This is an optimization exercise on Yosys and OpenROAD, whose aim is small area, not a production implementation.
Function was checked by simulation only, so behaviour that the tests miss may differ from the original.
Power figures rest on the tool's default switching activity, not on a simulated workload.

==> inputs of maple <==
Design SAL_ARBITER_RR_64TO1, start of the top module:
module SAL_ARBITER_RR_64TO1
#(
    parameter   REQ_CNT                 = 64
  , parameter   REQ_CNT_LG2             = $clog2(REQ_CNT)
  , parameter   DATA_WIDTH              = 12
)
(
    input   wire                        clk
  , input   wire                        rst_n
  , input   wire    [REQ_CNT-1:0]       req_arr_i
  , input   wire    [REQ_CNT*DATA_WIDTH-1:0] data_arr_i   
  , output  wire    [REQ_CNT-1:0]       gnt_arr_o
  , output  logic                       req_o
  , output  logic   [DATA_WIDTH-1:0]    data_o
  , input   wire                        gnt_i
);
    logic   [31:0]      leaf_nb, leaf_nb_n;      
    logic   [7:0]       mid_b, mid_b_n;          
    logic   [1:0]       root_nb, root_nb_n;      
    wire                rst;
    wire    [15:0]      leaf_act;                
    wire    [3:0]       mid_act;                 
    wire    [3:0]       mid_sel;                 
    wire    [3:0]       mid_upd;                 
    wire    [15:0]      leaf_sel;                
    wire    [15:0]      leaf_ng;                 
  ...
==> module SAL_ARBITER_RR_LEAF, before the edit <==
module SAL_ARBITER_RR_LEAF
(
    input   wire                        rst
  , input   wire    [3:0]               req_i
  , input   wire    [1:0]               nb_i
  , input   wire                        sel_i
  , input   wire                        upd_i
  , output  wire    [3:0]               sel_n_o
  , output  wire    [3:0]               gnt_o
  , output  wire    [1:0]               nb_o
  , output  wire                        act_o
  , output  wire                        ng_o
);
    wire    [1:0]   b;
    wire    [3:0]   nblk;
    wire            ng, n01, n23;
    SAL_RR_INV u_b1 (.a(nb_i[1]), .y(b[1]));
    SAL_RR_INV u_b0 (.a(nb_i[0]), .y(b[0]));
    SAL_ARBITER_RR_4TO1 u_blk (.act_i(req_i), .b_i(b), .nb_i(nb_i), .nblk_o(nblk));
    SAL_RR_NAND2 u_ng (.a(sel_i), .b(upd_i), .y(ng));
    assign ng_o = ng;
    genvar x;
    for (x = 0; x < 4; x = x + 1) begin : g_x
        SAL_RR_NAND3 u_sel (.a(req_i[x]), .b(sel_i), .c(nblk[x]), .y(sel_n_o[x]));
        SAL_RR_NOR2  u_gnt (.a(sel_n_o[x]), .b(ng), .y(gnt_o[x]));
    end
    SAL_RR_A2111OI u_nx1 (.a1(b[1]), .a2(ng), .b1(gnt_o[0]), .c1(gnt_o[3]), .d1(rst), .y(nb_o[1]));
    SAL_RR_A2111OI u_nx0 (.a1(b[0]), .a2(ng), .b1(gnt_o[2]), .c1(gnt_o[3]), .d1(rst), .y(nb_o[0]));
    SAL_RR_NOR2  u_n01 (.a(req_i[0]), .b(req_i[1]), .y(n01));
    SAL_RR_NOR2  u_n23 (.a(req_i[2]), .b(req_i[3]), .y(n23));
    SAL_RR_NAND2 u_act (.a(n01), .b(n23), .y(act_o));
endmodule
==> module SAL_ARBITER_RR_MID, before the edit <==
module SAL_ARBITER_RR_MID
(
    input   wire                        rst_n
  , input   wire    [3:0]               act_i
  , input   wire    [1:0]               b_i
  , input   wire                        sel_i
  , input   wire                        gnt_i
  , input   wire    [3:0]               ng_i
  , output  wire    [3:0]               sel_o
  , output  wire    [1:0]               b_o
  , output  wire                        act_o
  , output  wire                        upd_o
);
    wire    [1:0]   nb;
    wire    [3:0]   nblk;
    wire            n01, n23;
    SAL_RR_INV u_nb1 (.a(b_i[1]), .y(nb[1]));
    SAL_RR_INV u_nb0 (.a(b_i[0]), .y(nb[0]));
    SAL_ARBITER_RR_4TO1 u_blk (.act_i(act_i), .b_i(b_i), .nb_i(nb), .nblk_o(nblk));
    genvar x;
    for (x = 0; x < 4; x = x + 1) begin : g_x
        SAL_RR_AND2 u_sel (.a(act_i[x]), .b(nblk[x]), .y(sel_o[x]));
    end
    SAL_RR_AND2 u_upd (.a(sel_i), .b(gnt_i), .y(upd_o));
    SAL_RR_O2111AI u_nx1 (.a1(nb[1]), .a2(upd_o), .b1(rst_n), .c1(ng_i[0]), .d1(ng_i[3]), .y(b_o[1]));
    SAL_RR_O2111AI u_nx0 (.a1(nb[0]), .a2(upd_o), .b1(rst_n), .c1(ng_i[2]), .d1(ng_i[3]), .y(b_o[0]));
    SAL_RR_NOR2  u_n01 (.a(act_i[0]), .b(act_i[1]), .y(n01));
    SAL_RR_NOR2  u_n23 (.a(act_i[2]), .b(act_i[3]), .y(n23));
    SAL_RR_NAND2 u_act (.a(n01), .b(n23), .y(act_o));
endmodule
==> flow/config.mk <==
export PLATFORM = sky130hd
export DESIGN_NAME = SAL_ARBITER_RR_64TO1
export DESIGN_NICKNAME = SAL_ARBITER_RR_64TO1
export VERILOG_FILES = /design/flow/design.v
export SDC_FILE = /design/flow/constraint.sdc
export NUM_CORES = 4
export LEC_CHECK = 0
export CAP_MARGIN = 20
export CORE_AREA = 10 10 260 260
export CTS_BUF_LIST = sky130_fd_sc_hd__clkbuf_8
export DIE_AREA = 0 0 270 270
export GPL_TIMING_DRIVEN = 0
export SLEW_MARGIN = 20
export SYNTH_HIERARCHICAL = 1
==> flow/constraint.sdc <==
create_clock -name core_clock -period 5.5 [get_ports {clk}]
set_input_delay 1.1000 -clock core_clock [delete_from_list [all_inputs] [get_ports {clk}]]
set_output_delay 1.1000 -clock core_clock [all_outputs]
set_load 0.01 [all_outputs]
standard.sh (not shown) runs the stock make flow with config.mk's settings and CLKGATE_MAP_FILE= SYNTH_SCRIPT=/design/flow/synth_recipe.tcl, a recipe that flattens the netlist after the stock synthesis.
==> flow/flow/run.sh <==
#!/bin/bash
# The standard layout, with three changes:
#  - every combinational cell of the synthesized netlist starts at the
#    smallest-area variant of its type (downsize.tcl); timing repair in the
#    placement sizes up the ones the timing needs;
#  - every port is buffered by the smallest buffer cell (buf_1) instead of the
#    cell buffer_ports picks by default;
#  - the ports are placed by requester, in order around the die (pins.tcl).
set -euo pipefail
export BUFFER_PORTS_ARGS="-buffer_cell sky130_fd_sc_hd__buf_1"
export PRE_IO_PLACEMENT_TCL="$PWD/flow/pins.tcl"
R=orfs/results/$FLOW_PLATFORM/SAL_ARBITER_RR_64TO1/base
bash standard.sh synth > synth.log 2>&1
ODB_IN=$R/1_synth.odb ODB_OUT=$R/1_synth.odb DONT_USE_CELLS="" \
  openroad -no_init -exit flow/downsize.tcl > downsize.log 2>&1
bash standard.sh > layout.log 2>&1
==> flow/flow/pins.tcl <==
# Pin placement constraints, read before place_pins (PRE_IO_PLACEMENT_TCL).
# Each requester's ports (its request, its 12 data bits and its grant) stay
# together and in order, and the requesters go around the die's edge in
# order: 0-19 on the bottom edge, 20-31 on the right, 32-51 on the top and
# 52-63 on the left. A leaf's and a middle node's requesters are then
# neighbours, and so is the logic that serves them.
set die [[ord::get_db_block] getDieArea]
set W [expr {[$die xMax] / 1000.0}]
set H [expr {[$die yMax] / 1000.0}]
set m 3.0
proc req_pins {k} {
  set names [list "req_arr_i\[$k\]"]
  for {set b 0} {$b < 12} {incr b} { lappend names "data_arr_i\[[expr {12*$k + $b}]\]" }
  lappend names "gnt_arr_o\[$k\]"
  return $names
}
# edge, first requester, number of requesters, edge length; the bottom and
# right edges run in increasing coordinates, the top and left in decreasing,
# so the order is continuous around the die.
foreach {edge first count len} [list bottom 0 20 $W right 20 12 $H top 32 20 $W left 52 12 $H] {
  set step [expr {($len - 2*$m) / $count}]
  for {set i 0} {$i < $count} {incr i} {
    set k [expr {$first + $i}]
    if {$edge eq "bottom" || $edge eq "right"} {
      set lo [expr {$m + $i*$step}]
    } else {
      set lo [expr {$len - $m - ($i+1)*$step}]
    }
    set hi [expr {$lo + $step}]
    set_io_pin_constraint -pin_names [req_pins $k] -region $edge:[format %.2f $lo]-[format %.2f $hi]
    set_io_pin_constraint -pin_names [req_pins $k] -group -order
  }
}
Other scripts of this flow, unchanged in this note and not shown: flow/flow/downsize.tcl
==> juniper (differences from maple) <==
--- a/flow/design.v
+++ b/flow/design.v
@@ -14,6 +14,8 @@
 module SAL_RR_A2111OI (input wire a1, a2, b1, c1, d1, output wire y);
     assign y = ~((a1 & a2) | b1 | c1 | d1);
 endmodule
+module SAL_RR_A211O  (input wire a1, a2, b1, c1, output wire y); assign y = (a1 & a2) | b1 | c1; endmodule
+module SAL_RR_A22OI  (input wire a1, a2, b1, b2, output wire y); assign y = ~((a1 & a2) | (b1 & b2)); endmodule
 module SAL_RR_O2111AI (input wire a1, a2, b1, c1, d1, output wire y);
     assign y = ~((a1 | a2) & b1 & c1 & d1);
 endmodule
@@ -56,12 +58,15 @@
     wire            ng, n01, n23;
     SAL_RR_INV u_b1 (.a(nb_i[1]), .y(b[1]));
     SAL_RR_INV u_b0 (.a(nb_i[0]), .y(b[0]));
-    SAL_ARBITER_RR_4TO1 u_blk (.act_i(req_i), .b_i(b), .nb_i(nb_i), .nblk_o(nblk));
-    SAL_RR_NAND2 u_ng (.a(sel_i), .b(upd_i), .y(ng));
+    wire    [3:0]   L = {b[1], b[0], nb_i[1], nb_i[0]};
+    wire    [3:0]   t;
+    SAL_RR_NAND3 u_ng (.a(act_o), .b(sel_i), .c(upd_i), .y(ng));
     assign ng_o = ng;
     genvar x;
     for (x = 0; x < 4; x = x + 1) begin : g_x
-        SAL_RR_NAND3 u_sel (.a(req_i[x]), .b(sel_i), .c(nblk[x]), .y(sel_n_o[x]));
+        SAL_RR_A211O u_t    (.a1(req_i[(x+1)%4]), .a2(L[(x+3)%4]), .b1(req_i[(x+3)%4]), .c1(req_i[(x+2)%4]), .y(t[x]));
+        SAL_RR_A22OI u_nblk (.a1(L[x]), .a2(t[x]), .b1(req_i[(x+3)%4]), .b2(L[(x+1)%4]), .y(nblk[x]));
+        SAL_RR_NAND3 u_sel  (.a(req_i[x]), .b(sel_i), .c(nblk[x]), .y(sel_n_o[x]));
         SAL_RR_NOR2  u_gnt (.a(sel_n_o[x]), .b(ng), .y(gnt_o[x]));
     end
     SAL_RR_A2111OI u_nx1 (.a1(b[1]), .a2(ng), .b1(gnt_o[0]), .c1(gnt_o[3]), .d1(rst), .y(nb_o[1]));
@@ -89,10 +94,7 @@
     SAL_RR_INV u_nb1 (.a(b_i[1]), .y(nb[1]));
     SAL_RR_INV u_nb0 (.a(b_i[0]), .y(nb[0]));
     SAL_ARBITER_RR_4TO1 u_blk (.act_i(act_i), .b_i(b_i), .nb_i(nb), .nblk_o(nblk));
-    genvar x;
-    for (x = 0; x < 4; x = x + 1) begin : g_x
-        SAL_RR_AND2 u_sel (.a(act_i[x]), .b(nblk[x]), .y(sel_o[x]));
-    end
+    assign sel_o = nblk;
     SAL_RR_AND2 u_upd (.a(sel_i), .b(gnt_i), .y(upd_o));
     SAL_RR_O2111AI u_nx1 (.a1(nb[1]), .a2(upd_o), .b1(rst_n), .c1(ng_i[0]), .d1(ng_i[3]), .y(b_o[1]));
     SAL_RR_O2111AI u_nx0 (.a1(nb[0]), .a2(upd_o), .b1(rst_n), .c1(ng_i[2]), .d1(ng_i[3]), .y(b_o[0]));
==> flow/flow/run.sh (replaced) <==
#!/bin/bash
# The standard layout, with four changes:
#  - every combinational cell of the synthesized netlist starts at the
#    smallest-area variant of its type (downsize.tcl); timing repair in the
#    placement sizes up the ones the timing needs;
#  - every port is buffered by the smallest buffer cell (buf_1) instead of the
#    cell buffer_ports picks by default;
#  - the ports are placed by requester, in order around the die (pins.tcl),
#    one routing track apart, so that the die can be small;
#  - the clock tree gets no dummy loads.
set -euo pipefail
export BUFFER_PORTS_ARGS="-buffer_cell sky130_fd_sc_hd__buf_1"
export PRE_IO_PLACEMENT_TCL="$PWD/flow/pins.tcl"
export PLACE_PINS_ARGS="-min_distance 1 -min_distance_in_tracks"
export CTS_ARGS="-sink_clustering_enable -repair_clock_nets -buf_list sky130_fd_sc_hd__clkbuf_8 -dont_use_dummy_load"
R=orfs/results/$FLOW_PLATFORM/SAL_ARBITER_RR_64TO1/base
bash standard.sh synth > synth.log 2>&1
ODB_IN=$R/1_synth.odb ODB_OUT=$R/1_synth.odb DONT_USE_CELLS="" \
  openroad -no_init -exit flow/downsize.tcl > downsize.log 2>&1
bash standard.sh > layout.log 2>&1
--- a/flow/flow/pins.tcl
+++ b/flow/flow/pins.tcl
@@ -7,7 +7,7 @@
 set die [[ord::get_db_block] getDieArea]
 set W [expr {[$die xMax] / 1000.0}]
 set H [expr {[$die yMax] / 1000.0}]
-set m 3.0
+set m 2.0
 proc req_pins {k} {
   set names [list "req_arr_i\[$k\]"]
   for {set b 0} {$b < 12} {incr b} { lappend names "data_arr_i\[[expr {12*$k + $b}]\]" }
--- a/flow/config.mk
+++ b/flow/config.mk
@@ -6,9 +6,8 @@
 export NUM_CORES = 4
 export LEC_CHECK = 0
 export CAP_MARGIN = 20
-export CORE_AREA = 10 10 260 260
-export CTS_BUF_LIST = sky130_fd_sc_hd__clkbuf_8
-export DIE_AREA = 0 0 270 270
+export CORE_AREA = 10 10 170 170
+export DIE_AREA = 0 0 180 180
 export GPL_TIMING_DRIVEN = 0
 export SLEW_MARGIN = 20
 export SYNTH_HIERARCHICAL = 1
==> impl_metrics.csv <==
group,metric,value,unit
power,switchingPower,0.000501,W
timing,final.period_utilization,0.931,
place,dp_slack,0.515,ns
run_status,status,"complete, no violations",
layout,clkbuf_count,5,
layout,most-common-layout-cells,"buf_1, o22ai_1, nand3_1",
power,p_clk,0.000183,W
the above is filed under juniper

==> impl_metrics.csv <==
group,metric,value,unit
routing,wl_met2,33500,um
power,p_clk,0.000251,W
clocking,cts-buffers-inserted,5,
timing,slew_headroom,0.300,
run_status,status,"complete, no violations",
timing,final.period_utilization,0.989,
worst_hold_path,hp-class,"reg2reg",
synthesis,synthCells,1151,
the above is filed under maple


* * *

==> trial 10 <==
SAL_ARBITER_RR_64TO1, a different RTL version from the one above (not shown whole).
==> module SAL_ARBITER_RR_MID, before the edit <==
module SAL_ARBITER_RR_MID
(
    input   wire                        rst_n
  , input   wire    [3:0]               act_i
  , input   wire    [1:0]               b_i
  , input   wire                        sel_i
  , input   wire                        gnt_i
  , input   wire    [3:0]               ng_i
  , output  wire    [3:0]               sel_o
  , output  wire    [1:0]               b_o
  , output  wire                        act_o
  , output  wire                        upd_o
);
    wire    [1:0]   nb;
    wire    [3:0]   nblk;
    SAL_RR_INV u_nb1 (.a(b_i[1]), .y(nb[1]));
    SAL_RR_INV u_nb0 (.a(b_i[0]), .y(nb[0]));
    wire    [3:0]   L = {b_i[1], b_i[0], nb[1], nb[0]};
    wire    [3:0]   t;
    genvar x;
    for (x = 0; x < 4; x = x + 1) begin : g_x
        SAL_RR_A211O u_t    (.a1(act_i[(x+1)%4]), .a2(L[(x+3)%4]), .b1(act_i[(x+3)%4]), .c1(act_i[(x+2)%4]), .y(t[x]));
        SAL_RR_A22OI u_nblk (.a1(L[x]), .a2(t[x]), .b1(act_i[(x+3)%4]), .b2(L[(x+1)%4]), .y(nblk[x]));
    end
    assign sel_o = nblk;
    SAL_RR_AND2 u_upd (.a(sel_i), .b(gnt_i), .y(upd_o));
    SAL_RR_O2111AI u_nx1 (.a1(nb[1]), .a2(upd_o), .b1(rst_n), .c1(ng_i[0]), .d1(ng_i[3]), .y(b_o[1]));
    SAL_RR_O2111AI u_nx0 (.a1(nb[0]), .a2(upd_o), .b1(rst_n), .c1(ng_i[2]), .d1(ng_i[3]), .y(b_o[0]));
    SAL_RR_OR4 u_act (.a(act_i[0]), .b(act_i[1]), .c(act_i[2]), .d(act_i[3]), .y(act_o));
endmodule
==> module SAL_ARBITER_RR_ROOT, before the edit <==
module SAL_ARBITER_RR_ROOT
(
    input   wire                        rst
  , input   wire    [3:0]               act_i
  , input   wire    [1:0]               nb_i
  , input   wire                        gnt_i
  , input   wire    [3:0]               upd_i
  , output  wire    [3:0]               sel_o
  , output  wire    [1:0]               nb_o
  , output  wire                        act_o
);
    wire    [1:0]   b;
    wire    [3:0]   nblk;
    wire            ng;
    SAL_RR_INV u_b1 (.a(nb_i[1]), .y(b[1]));
    SAL_RR_INV u_b0 (.a(nb_i[0]), .y(b[0]));
    SAL_ARBITER_RR_4TO1 u_blk (.act_i(act_i), .b_i(b), .nb_i(nb_i), .nblk_o(nblk));
    genvar x;
    for (x = 0; x < 4; x = x + 1) begin : g_x
        SAL_RR_AND2 u_sel (.a(act_i[x]), .b(nblk[x]), .y(sel_o[x]));
    end
    SAL_RR_OR4 u_act (.a(act_i[0]), .b(act_i[1]), .c(act_i[2]), .d(act_i[3]), .y(act_o));
    SAL_RR_NAND2 u_ng (.a(act_o), .b(gnt_i), .y(ng));
    SAL_RR_A2111OI u_nx1 (.a1(b[1]), .a2(ng), .b1(upd_i[0]), .c1(upd_i[3]), .d1(rst), .y(nb_o[1]));
    SAL_RR_A2111OI u_nx0 (.a1(b[0]), .a2(ng), .b1(upd_i[2]), .c1(upd_i[3]), .d1(rst), .y(nb_o[0]));
endmodule
==> module SAL_RR_A211O, before the edit <==
module SAL_RR_A211O  (input wire a1, a2, b1, c1, output wire y); assign y = (a1 & a2) | b1 | c1; endmodule
==> module SAL_RR_A22OI, before the edit <==
module SAL_RR_A22OI  (input wire a1, a2, b1, b2, output wire y); assign y = ~((a1 & a2) | (b1 & b2)); endmodule
==> module SAL_ARBITER_RR_LEAF, before the edit <==
module SAL_ARBITER_RR_LEAF
(
    input   wire                        rst
  , input   wire    [3:0]               req_i
  , input   wire    [1:0]               nb_i
  , input   wire                        sel_i
  , input   wire                        upd_i
  , output  wire    [3:0]               sel_n_o
  , output  wire    [3:0]               gnt_o
  , output  wire    [1:0]               nb_o
  , output  wire                        act_o
  , output  wire                        ng_o
);
    wire    [1:0]   b;
    wire    [3:0]   nblk;
    wire            ng, n01, n23;
    SAL_RR_INV u_b1 (.a(nb_i[1]), .y(b[1]));
    SAL_RR_INV u_b0 (.a(nb_i[0]), .y(b[0]));
    wire    [3:0]   L = {b[1], b[0], nb_i[1], nb_i[0]};
    wire    [3:0]   t;
    SAL_RR_NAND3 u_ng (.a(act_o), .b(sel_i), .c(upd_i), .y(ng));
    assign ng_o = ng;
    genvar x;
    for (x = 0; x < 4; x = x + 1) begin : g_x
        SAL_RR_A211O u_t    (.a1(req_i[(x+1)%4]), .a2(L[(x+3)%4]), .b1(req_i[(x+3)%4]), .c1(req_i[(x+2)%4]), .y(t[x]));
        SAL_RR_A22OI u_nblk (.a1(L[x]), .a2(t[x]), .b1(req_i[(x+3)%4]), .b2(L[(x+1)%4]), .y(nblk[x]));
        SAL_RR_NAND3 u_sel  (.a(req_i[x]), .b(sel_i), .c(nblk[x]), .y(sel_n_o[x]));
        SAL_RR_NOR2  u_gnt (.a(sel_n_o[x]), .b(ng), .y(gnt_o[x]));
    end
    SAL_RR_A2111OI u_nx1 (.a1(b[1]), .a2(ng), .b1(gnt_o[0]), .c1(gnt_o[3]), .d1(rst), .y(nb_o[1]));
    SAL_RR_A2111OI u_nx0 (.a1(b[0]), .a2(ng), .b1(gnt_o[2]), .c1(gnt_o[3]), .d1(rst), .y(nb_o[0]));
    SAL_RR_NOR2  u_n01 (.a(req_i[0]), .b(req_i[1]), .y(n01));
    SAL_RR_NOR2  u_n23 (.a(req_i[2]), .b(req_i[3]), .y(n23));
    SAL_RR_NAND2 u_act (.a(n01), .b(n23), .y(act_o));
endmodule
export LEC_CHECK = 0
export CAP_MARGIN = 20
export CORE_AREA = 10 10 180 180
export DIE_AREA = 0 0 190 190
export GPL_TIMING_DRIVEN = 0
export SLEW_MARGIN = 20
export SYNTH_HIERARCHICAL = 1
create_clock -name core_clock -period 5.5 [get_ports {clk}]
==> flow/flow/run.sh <==
#!/bin/bash
# The standard layout, with four changes:
#  - every combinational cell of the synthesized netlist starts at the
#    smallest-area variant of its type (downsize.tcl); timing repair in the
#    placement sizes up the ones the timing needs;
#  - every port is buffered by the smallest buffer cell (buf_1) instead of the
#    cell buffer_ports picks by default;
#  - the ports are placed by requester, in order around the die (pins.tcl),
#    one routing track apart, so that the die can be small;
#  - the clock tree gets no dummy loads.
set -euo pipefail
export BUFFER_PORTS_ARGS="-buffer_cell sky130_fd_sc_hd__buf_1"
export PRE_IO_PLACEMENT_TCL="$PWD/flow/pins.tcl"
export PLACE_PINS_ARGS="-min_distance 1 -min_distance_in_tracks"
export CTS_ARGS="-sink_clustering_enable -repair_clock_nets -buf_list sky130_fd_sc_hd__clkbuf_8 -dont_use_dummy_load"
R=orfs/results/$FLOW_PLATFORM/SAL_ARBITER_RR_64TO1/base
bash standard.sh synth > synth.log 2>&1
ODB_IN=$R/1_synth.odb ODB_OUT=$R/1_synth.odb DONT_USE_CELLS="" \
  openroad -no_init -exit flow/downsize.tcl > downsize.log 2>&1
bash standard.sh > layout.log 2>&1
==> flow/flow/pins.tcl <==
# Pin placement constraints, read before place_pins (PRE_IO_PLACEMENT_TCL).
# Each requester's ports (its request, its 12 data bits and its grant) stay
# together and in order, and the requesters go around the die's edge in
# order: 0-19 on the bottom edge, 20-31 on the right, 32-51 on the top and
# 52-63 on the left. A leaf's and a middle node's requesters are then
# neighbours, and so is the logic that serves them.
set die [[ord::get_db_block] getDieArea]
set W [expr {[$die xMax] / 1000.0}]
set H [expr {[$die yMax] / 1000.0}]
set m 2.0
proc req_pins {k} {
  set names [list "req_arr_i\[$k\]"]
  for {set b 0} {$b < 12} {incr b} { lappend names "data_arr_i\[[expr {12*$k + $b}]\]" }
  lappend names "gnt_arr_o\[$k\]"
  return $names
}
# edge, first requester, number of requesters, edge length; the bottom and
# right edges run in increasing coordinates, the top and left in decreasing,
# so the order is continuous around the die.
foreach {edge first count len} [list bottom 0 20 $W right 20 12 $H top 32 20 $W left 52 12 $H] {
  set step [expr {($len - 2*$m) / $count}]
  for {set i 0} {$i < $count} {incr i} {
    set k [expr {$first + $i}]
    if {$edge eq "bottom" || $edge eq "right"} {
      set lo [expr {$m + $i*$step}]
    } else {
      set lo [expr {$len - $m - ($i+1)*$step}]
    }
    set hi [expr {$lo + $step}]
    set_io_pin_constraint -pin_names [req_pins $k] -region $edge:[format %.2f $lo]-[format %.2f $hi]
    set_io_pin_constraint -pin_names [req_pins $k] -group -order
  }
}
Other scripts of this flow, unchanged in this note and not shown: flow/flow/downsize.tcl
==> build 58: changes against trial 10 <==
--- a/flow/design.v
+++ b/flow/design.v
@@ -90,20 +90,17 @@
 );
     wire    [1:0]   nb;
     wire    [3:0]   nblk;
+    wire            n01, n23;
     SAL_RR_INV u_nb1 (.a(b_i[1]), .y(nb[1]));
     SAL_RR_INV u_nb0 (.a(b_i[0]), .y(nb[0]));
-    wire    [3:0]   L = {b_i[1], b_i[0], nb[1], nb[0]};
-    wire    [3:0]   t;
-    genvar x;
-    for (x = 0; x < 4; x = x + 1) begin : g_x
-        SAL_RR_A211O u_t    (.a1(act_i[(x+1)%4]), .a2(L[(x+3)%4]), .b1(act_i[(x+3)%4]), .c1(act_i[(x+2)%4]), .y(t[x]));
-        SAL_RR_A22OI u_nblk (.a1(L[x]), .a2(t[x]), .b1(act_i[(x+3)%4]), .b2(L[(x+1)%4]), .y(nblk[x]));
-    end
+    SAL_ARBITER_RR_4TO1 u_blk (.act_i(act_i), .b_i(b_i), .nb_i(nb), .nblk_o(nblk));
     assign sel_o = nblk;
     SAL_RR_AND2 u_upd (.a(sel_i), .b(gnt_i), .y(upd_o));
     SAL_RR_O2111AI u_nx1 (.a1(nb[1]), .a2(upd_o), .b1(rst_n), .c1(ng_i[0]), .d1(ng_i[3]), .y(b_o[1]));
     SAL_RR_O2111AI u_nx0 (.a1(nb[0]), .a2(upd_o), .b1(rst_n), .c1(ng_i[2]), .d1(ng_i[3]), .y(b_o[0]));
-    SAL_RR_OR4 u_act (.a(act_i[0]), .b(act_i[1]), .c(act_i[2]), .d(act_i[3]), .y(act_o));
+    SAL_RR_NOR2  u_n01 (.a(act_i[0]), .b(act_i[1]), .y(n01));
+    SAL_RR_NOR2  u_n23 (.a(act_i[2]), .b(act_i[3]), .y(n23));
+    SAL_RR_NAND2 u_act (.a(n01), .b(n23), .y(act_o));
 endmodule
 module SAL_ARBITER_RR_ROOT
 (
@@ -118,7 +115,7 @@
 );
     wire    [1:0]   b;
     wire    [3:0]   nblk;
-    wire            ng;
+    wire            ng, n01, n23;
     SAL_RR_INV u_b1 (.a(nb_i[1]), .y(b[1]));
     SAL_RR_INV u_b0 (.a(nb_i[0]), .y(b[0]));
     SAL_ARBITER_RR_4TO1 u_blk (.act_i(act_i), .b_i(b), .nb_i(nb_i), .nblk_o(nblk));
@@ -126,7 +123,9 @@
     for (x = 0; x < 4; x = x + 1) begin : g_x
         SAL_RR_AND2 u_sel (.a(act_i[x]), .b(nblk[x]), .y(sel_o[x]));
     end
-    SAL_RR_OR4 u_act (.a(act_i[0]), .b(act_i[1]), .c(act_i[2]), .d(act_i[3]), .y(act_o));
+    SAL_RR_NOR2  u_n01 (.a(act_i[0]), .b(act_i[1]), .y(n01));
+    SAL_RR_NOR2  u_n23 (.a(act_i[2]), .b(act_i[3]), .y(n23));
+    SAL_RR_NAND2 u_act (.a(n01), .b(n23), .y(act_o));
     SAL_RR_NAND2 u_ng (.a(act_o), .b(gnt_i), .y(ng));
     SAL_RR_A2111OI u_nx1 (.a1(b[1]), .a2(ng), .b1(upd_i[0]), .c1(upd_i[3]), .d1(rst), .y(nb_o[1]));
     SAL_RR_A2111OI u_nx0 (.a1(b[0]), .a2(ng), .b1(upd_i[2]), .c1(upd_i[3]), .d1(rst), .y(nb_o[0]));
==> flow/flow/run.sh (replaced) <==
#!/bin/bash
# The standard layout, with three changes:
#  - every combinational cell of the synthesized netlist starts at the
#    smallest-area variant of its type (downsize.tcl); timing repair in the
#    placement sizes up the ones the timing needs;
#  - every port is buffered by the smallest buffer cell (buf_1) instead of the
#    cell buffer_ports picks by default;
#  - the ports are placed by requester, in order around the die (pins.tcl).
set -euo pipefail
export BUFFER_PORTS_ARGS="-buffer_cell sky130_fd_sc_hd__buf_1"
export PRE_IO_PLACEMENT_TCL="$PWD/flow/pins.tcl"
R=orfs/results/$FLOW_PLATFORM/SAL_ARBITER_RR_64TO1/base
bash standard.sh synth > synth.log 2>&1
ODB_IN=$R/1_synth.odb ODB_OUT=$R/1_synth.odb DONT_USE_CELLS="" \
  openroad -no_init -exit flow/downsize.tcl > downsize.log 2>&1
bash standard.sh > layout.log 2>&1
--- a/flow/flow/pins.tcl
+++ b/flow/flow/pins.tcl
@@ -7,7 +7,7 @@
 set die [[ord::get_db_block] getDieArea]
 set W [expr {[$die xMax] / 1000.0}]
 set H [expr {[$die yMax] / 1000.0}]
-set m 2.0
+set m 3.0
 proc req_pins {k} {
   set names [list "req_arr_i\[$k\]"]
   for {set b 0} {$b < 12} {incr b} { lappend names "data_arr_i\[[expr {12*$k + $b}]\]" }
CORE_AREA = 10 10 260 260   (was 10 10 180 180)
CTS_BUF_LIST = sky130_fd_sc_hd__clkbuf_8   (was unset)
DIE_AREA = 0 0 270 270   (was 0 0 190 190)
SETUP_SLACK_MARGIN = 0.15   (was unset)
==> trial 59: changes against trial 10 <==
--- a/flow/design.v
+++ b/flow/design.v
@@ -90,20 +90,17 @@
 );
     wire    [1:0]   nb;
     wire    [3:0]   nblk;
+    wire            n01, n23;
     SAL_RR_INV u_nb1 (.a(b_i[1]), .y(nb[1]));
     SAL_RR_INV u_nb0 (.a(b_i[0]), .y(nb[0]));
-    wire    [3:0]   L = {b_i[1], b_i[0], nb[1], nb[0]};
-    wire    [3:0]   t;
-    genvar x;
-    for (x = 0; x < 4; x = x + 1) begin : g_x
-        SAL_RR_A211O u_t    (.a1(act_i[(x+1)%4]), .a2(L[(x+3)%4]), .b1(act_i[(x+3)%4]), .c1(act_i[(x+2)%4]), .y(t[x]));
-        SAL_RR_A22OI u_nblk (.a1(L[x]), .a2(t[x]), .b1(act_i[(x+3)%4]), .b2(L[(x+1)%4]), .y(nblk[x]));
-    end
+    SAL_ARBITER_RR_4TO1 u_blk (.act_i(act_i), .b_i(b_i), .nb_i(nb), .nblk_o(nblk));
     assign sel_o = nblk;
     SAL_RR_AND2 u_upd (.a(sel_i), .b(gnt_i), .y(upd_o));
     SAL_RR_O2111AI u_nx1 (.a1(nb[1]), .a2(upd_o), .b1(rst_n), .c1(ng_i[0]), .d1(ng_i[3]), .y(b_o[1]));
     SAL_RR_O2111AI u_nx0 (.a1(nb[0]), .a2(upd_o), .b1(rst_n), .c1(ng_i[2]), .d1(ng_i[3]), .y(b_o[0]));
-    SAL_RR_OR4 u_act (.a(act_i[0]), .b(act_i[1]), .c(act_i[2]), .d(act_i[3]), .y(act_o));
+    SAL_RR_NOR2  u_n01 (.a(act_i[0]), .b(act_i[1]), .y(n01));
+    SAL_RR_NOR2  u_n23 (.a(act_i[2]), .b(act_i[3]), .y(n23));
+    SAL_RR_NAND2 u_act (.a(n01), .b(n23), .y(act_o));
 endmodule
 module SAL_ARBITER_RR_ROOT
 (
@@ -118,7 +115,7 @@
 );
     wire    [1:0]   b;
     wire    [3:0]   nblk;
-    wire            ng;
+    wire            ng, n01, n23;
     SAL_RR_INV u_b1 (.a(nb_i[1]), .y(b[1]));
     SAL_RR_INV u_b0 (.a(nb_i[0]), .y(b[0]));
     SAL_ARBITER_RR_4TO1 u_blk (.act_i(act_i), .b_i(b), .nb_i(nb_i), .nblk_o(nblk));
@@ -126,7 +123,9 @@
     for (x = 0; x < 4; x = x + 1) begin : g_x
         SAL_RR_AND2 u_sel (.a(act_i[x]), .b(nblk[x]), .y(sel_o[x]));
     end
-    SAL_RR_OR4 u_act (.a(act_i[0]), .b(act_i[1]), .c(act_i[2]), .d(act_i[3]), .y(act_o));
+    SAL_RR_NOR2  u_n01 (.a(act_i[0]), .b(act_i[1]), .y(n01));
+    SAL_RR_NOR2  u_n23 (.a(act_i[2]), .b(act_i[3]), .y(n23));
+    SAL_RR_NAND2 u_act (.a(n01), .b(n23), .y(act_o));
     SAL_RR_NAND2 u_ng (.a(act_o), .b(gnt_i), .y(ng));
     SAL_RR_A2111OI u_nx1 (.a1(b[1]), .a2(ng), .b1(upd_i[0]), .c1(upd_i[3]), .d1(rst), .y(nb_o[1]));
     SAL_RR_A2111OI u_nx0 (.a1(b[0]), .a2(ng), .b1(upd_i[2]), .c1(upd_i[3]), .d1(rst), .y(nb_o[0]));
==> flow/flow/run.sh (replaced) <==
#!/bin/bash
# The standard layout, with three changes:
#  - every combinational cell of the synthesized netlist starts at the
#    smallest-area variant of its type (downsize.tcl); timing repair in the
#    placement sizes up the ones the timing needs;
#  - every port is buffered by the smallest buffer cell (buf_1) instead of the
#    cell buffer_ports picks by default;
#  - the ports are placed by requester, in order around the die (pins.tcl),
#    one routing track apart, so that the die can be small.
set -euo pipefail
export BUFFER_PORTS_ARGS="-buffer_cell sky130_fd_sc_hd__buf_1"
export PRE_IO_PLACEMENT_TCL="$PWD/flow/pins.tcl"
export PLACE_PINS_ARGS="-min_distance 1 -min_distance_in_tracks"
R=orfs/results/$FLOW_PLATFORM/SAL_ARBITER_RR_64TO1/base
bash standard.sh synth > synth.log 2>&1
ODB_IN=$R/1_synth.odb ODB_OUT=$R/1_synth.odb DONT_USE_CELLS="" \
  openroad -no_init -exit flow/downsize.tcl > downsize.log 2>&1
bash standard.sh > layout.log 2>&1
CORE_AREA = 10 10 170 170   (was 10 10 180 180)
CTS_BUF_LIST = sky130_fd_sc_hd__clkbuf_8   (was unset)
DIE_AREA = 0 0 180 180   (was 0 0 190 190)
==> trial 64: changes against trial 10 <==
--- a/flow/design.v
+++ b/flow/design.v
@@ -14,8 +14,6 @@
 module SAL_RR_A2111OI (input wire a1, a2, b1, c1, d1, output wire y);
     assign y = ~((a1 & a2) | b1 | c1 | d1);
 endmodule
-module SAL_RR_A211O  (input wire a1, a2, b1, c1, output wire y); assign y = (a1 & a2) | b1 | c1; endmodule
-module SAL_RR_A22OI  (input wire a1, a2, b1, b2, output wire y); assign y = ~((a1 & a2) | (b1 & b2)); endmodule
 module SAL_RR_O2111AI (input wire a1, a2, b1, c1, d1, output wire y);
     assign y = ~((a1 | a2) & b1 & c1 & d1);
 endmodule
@@ -58,15 +56,12 @@
     wire            ng, n01, n23;
     SAL_RR_INV u_b1 (.a(nb_i[1]), .y(b[1]));
     SAL_RR_INV u_b0 (.a(nb_i[0]), .y(b[0]));
-    wire    [3:0]   L = {b[1], b[0], nb_i[1], nb_i[0]};
-    wire    [3:0]   t;
-    SAL_RR_NAND3 u_ng (.a(act_o), .b(sel_i), .c(upd_i), .y(ng));
+    SAL_ARBITER_RR_4TO1 u_blk (.act_i(req_i), .b_i(b), .nb_i(nb_i), .nblk_o(nblk));
+    SAL_RR_NAND2 u_ng (.a(sel_i), .b(upd_i), .y(ng));
     assign ng_o = ng;
     genvar x;
     for (x = 0; x < 4; x = x + 1) begin : g_x
-        SAL_RR_A211O u_t    (.a1(req_i[(x+1)%4]), .a2(L[(x+3)%4]), .b1(req_i[(x+3)%4]), .c1(req_i[(x+2)%4]), .y(t[x]));
-        SAL_RR_A22OI u_nblk (.a1(L[x]), .a2(t[x]), .b1(req_i[(x+3)%4]), .b2(L[(x+1)%4]), .y(nblk[x]));
-        SAL_RR_NAND3 u_sel  (.a(req_i[x]), .b(sel_i), .c(nblk[x]), .y(sel_n_o[x]));
+        SAL_RR_NAND3 u_sel (.a(req_i[x]), .b(sel_i), .c(nblk[x]), .y(sel_n_o[x]));
         SAL_RR_NOR2  u_gnt (.a(sel_n_o[x]), .b(ng), .y(gnt_o[x]));
     end
     SAL_RR_A2111OI u_nx1 (.a1(b[1]), .a2(ng), .b1(gnt_o[0]), .c1(gnt_o[3]), .d1(rst), .y(nb_o[1]));
@@ -90,20 +85,20 @@
 );
     wire    [1:0]   nb;
     wire    [3:0]   nblk;
+    wire            n01, n23;
     SAL_RR_INV u_nb1 (.a(b_i[1]), .y(nb[1]));
     SAL_RR_INV u_nb0 (.a(b_i[0]), .y(nb[0]));
-    wire    [3:0]   L = {b_i[1], b_i[0], nb[1], nb[0]};
-    wire    [3:0]   t;
+    SAL_ARBITER_RR_4TO1 u_blk (.act_i(act_i), .b_i(b_i), .nb_i(nb), .nblk_o(nblk));
     genvar x;
     for (x = 0; x < 4; x = x + 1) begin : g_x
-        SAL_RR_A211O u_t    (.a1(act_i[(x+1)%4]), .a2(L[(x+3)%4]), .b1(act_i[(x+3)%4]), .c1(act_i[(x+2)%4]), .y(t[x]));
-        SAL_RR_A22OI u_nblk (.a1(L[x]), .a2(t[x]), .b1(act_i[(x+3)%4]), .b2(L[(x+1)%4]), .y(nblk[x]));
-    end
-    assign sel_o = nblk;
+        SAL_RR_AND2 u_sel (.a(act_i[x]), .b(nblk[x]), .y(sel_o[x]));
+    end
     SAL_RR_AND2 u_upd (.a(sel_i), .b(gnt_i), .y(upd_o));
     SAL_RR_O2111AI u_nx1 (.a1(nb[1]), .a2(upd_o), .b1(rst_n), .c1(ng_i[0]), .d1(ng_i[3]), .y(b_o[1]));
     SAL_RR_O2111AI u_nx0 (.a1(nb[0]), .a2(upd_o), .b1(rst_n), .c1(ng_i[2]), .d1(ng_i[3]), .y(b_o[0]));
-    SAL_RR_OR4 u_act (.a(act_i[0]), .b(act_i[1]), .c(act_i[2]), .d(act_i[3]), .y(act_o));
+    SAL_RR_NOR2  u_n01 (.a(act_i[0]), .b(act_i[1]), .y(n01));
+    SAL_RR_NOR2  u_n23 (.a(act_i[2]), .b(act_i[3]), .y(n23));
+    SAL_RR_NAND2 u_act (.a(n01), .b(n23), .y(act_o));
 endmodule
 module SAL_ARBITER_RR_ROOT
 (
@@ -118,7 +113,7 @@
 );
     wire    [1:0]   b;
     wire    [3:0]   nblk;
-    wire            ng;
+    wire            ng, n01, n23;
     SAL_RR_INV u_b1 (.a(nb_i[1]), .y(b[1]));
     SAL_RR_INV u_b0 (.a(nb_i[0]), .y(b[0]));
     SAL_ARBITER_RR_4TO1 u_blk (.act_i(act_i), .b_i(b), .nb_i(nb_i), .nblk_o(nblk));
@@ -126,7 +121,9 @@
     for (x = 0; x < 4; x = x + 1) begin : g_x
         SAL_RR_AND2 u_sel (.a(act_i[x]), .b(nblk[x]), .y(sel_o[x]));
     end
-    SAL_RR_OR4 u_act (.a(act_i[0]), .b(act_i[1]), .c(act_i[2]), .d(act_i[3]), .y(act_o));
+    SAL_RR_NOR2  u_n01 (.a(act_i[0]), .b(act_i[1]), .y(n01));
+    SAL_RR_NOR2  u_n23 (.a(act_i[2]), .b(act_i[3]), .y(n23));
+    SAL_RR_NAND2 u_act (.a(n01), .b(n23), .y(act_o));
     SAL_RR_NAND2 u_ng (.a(act_o), .b(gnt_i), .y(ng));
     SAL_RR_A2111OI u_nx1 (.a1(b[1]), .a2(ng), .b1(upd_i[0]), .c1(upd_i[3]), .d1(rst), .y(nb_o[1]));
     SAL_RR_A2111OI u_nx0 (.a1(b[0]), .a2(ng), .b1(upd_i[2]), .c1(upd_i[3]), .d1(rst), .y(nb_o[0]));
==> flow/flow/run.sh (replaced) <==
#!/bin/bash
# The standard layout, with two changes:
#  - every combinational cell of the synthesized netlist starts at the
#    smallest-area variant of its type (downsize.tcl); timing repair in the
#    placement sizes up the ones the timing needs;
#  - every port is buffered by the smallest buffer cell (buf_1) instead of the
#    cell buffer_ports picks by default.
set -euo pipefail
export BUFFER_PORTS_ARGS="-buffer_cell sky130_fd_sc_hd__buf_1"
R=orfs/results/$FLOW_PLATFORM/SAL_ARBITER_RR_64TO1/base
bash standard.sh synth > synth.log 2>&1
ODB_IN=$R/1_synth.odb ODB_OUT=$R/1_synth.odb DONT_USE_CELLS="" \
  openroad -no_init -exit flow/downsize.tcl > downsize.log 2>&1
bash standard.sh > layout.log 2>&1
CORE_AREA = 10 10 260 260   (was 10 10 180 180)
DIE_AREA = 0 0 270 270   (was 0 0 190 190)
GPL_TIMING_DRIVEN = unset   (was 0)
removed: flow/flow/pins.tcl
==> impl_metrics.toml <==
[clock_network]
root_buffer = "clkbuf_16"

[finish]
final_nets = 3016
nonClkBufAreaFrac_pct = 34.0
multi_input_area_sq_mm = 0.00617

[worst_hold_path]
min_from = "root_nb[1]"
min_to = "root_nb[1]"

[floorplanning]
tap-cell-count = 837
rows = 91
die_w_um = 270

[pwr]
power.switching_uw = 630

[worst_setup_path]
crit_path_top_delay_cell = "nor4_1"
r2r-end = "leaf_nb[14]"
critPathCapture = "data_o[7]"

[yosys]
syn_inst = 1151

[status]
status = "no timing/DRC/antenna violations"

[drt]
wl_mm = 92.6
wl_met3_mm = 9.96
first_pass_iters = 8

[placement]
placed_cell_area_sq_mm = 0.0126
Source of the figures above: trial 64

==> impl_metrics.toml <==
[floorplanning]
rows = 91
die_w_um = 270
tap-cell-count = 837

[pwr]
power.switching_uw = 635

[yosys]
syn_inst = 1071

[worst_setup_path]
r2r-end = "leaf_nb[29]"
crit_path_top_delay_cell = "a222oi_1"

[clock_network]
root_buffer = "clkbuf_8"

[finish]
multi_input_area_sq_mm = 0.00630

[worst_hold_path]
min_to = "leaf_nb[1]"

[placement]
placed_cell_area_sq_mm = 0.0115

[drt]
wl_mm = 70.3

[status]
status = "no timing/DRC/antenna violations"
Source of the figures above: build 58

==> impl_metrics.toml <==
[clock_network]
root_buffer = "clkbuf_8"

[finish]
clkbuf_count = 5
final_nets = 2824
utilization_pct = 43.6

[worst_hold_path]
min_from = "leaf_nb[22]"
min_to = "leaf_nb[22]"

[worst_setup_path]
critPathCapture = "data_o[2]"
crit_cells = 10
r2r-end = "leaf_nb[6]"
crit_path_top_delay_cell = "a222oi_1"

[pwr]
power.switching_uw = 513

[floorplanning]
tap-cell-count = 330
die_w_um = 180
rows = 58

[drt]
first_pass_iters = 8
wl_mm = 66.3

[placement]
placed_cell_area_sq_mm = 0.0108

[status]
status = "no timing/DRC/antenna violations"

[yosys]
syn_inst = 1071

[global_routing]
grt_pass1_vias = 14300
Source of the figures above: trial 59

==> impl_metrics.toml <==
[floorplanning]
tap-cell-count = 384
rows = 62
die_w_um = 190

[worst_hold_path]
min_to = "leaf_nb[22]"

[yosys]
syn_inst = 1045

[finish]
multi_input_area_sq_mm = 0.00599
nonClkBufAreaFrac_pct = 31.2

[worst_setup_path]
crit_path_top_delay_cell = "or4_1"

[placement]
placed_cell_area_sq_mm = 0.0109

[pwr]
power.switching_uw = 519

[status]
status = "no timing/DRC/antenna violations"
Source of the figures above: trial 10

==> afterwards: timing with drivers on the ports <==
Ports are ideal in the flow. The routed layouts listed here were re-timed in OpenROAD.
Step 1 assumes that a clkbuf_16 drives the clock port and a buf_2 every other input.
Step 2, shift: input delay + t, output delay - t, t = (earliest + latest rising clock arrival at the registers) / 2. This alone moves slack from input paths to output paths.
a / b / c = no drivers / after step 1 / after step 2; a / b = the first two.
| run | t (ns) | slack for setup (ns) | worst hold slack (ns) | worst slew at a driven data input, ns | cell pins on the clock port's net |
|---|---|---|---|---|---|
| maple | 0.407 | 0.058 / 0.011 / 0.011 | 0.617 / 0.617 / 0.617 | 0.07 | 1 |
| juniper | 0.332 | 0.379 / 0.322 / 0.322 | 0.568 / 0.568 / 0.568 | 0.11 | 1 |
| trial 10 | 0.349 | 0.255 / 0.190 / 0.190 | 0.560 / 0.560 / 0.560 | 0.11 | 1 |
| build 58 | 0.407 | 0.217 / 0.183 / 0.183 | 0.561 / 0.561 / 0.561 | 0.07 | 1 |
| trial 59 | 0.339 | 0.427 / 0.364 / 0.364 | 0.568 / 0.568 / 0.568 | 0.11 | 1 |
| trial 64 | 0.365 | 0.210 / 0.176 / 0.176 | 0.613 / 0.613 / 0.613 | 0.20 | 1 |
After both steps setup and hold are still met in every run listed. For trial 10, which loses most, drivers alone change the setup slack by -0.065 ns; drivers and shift together by -0.065 ns.
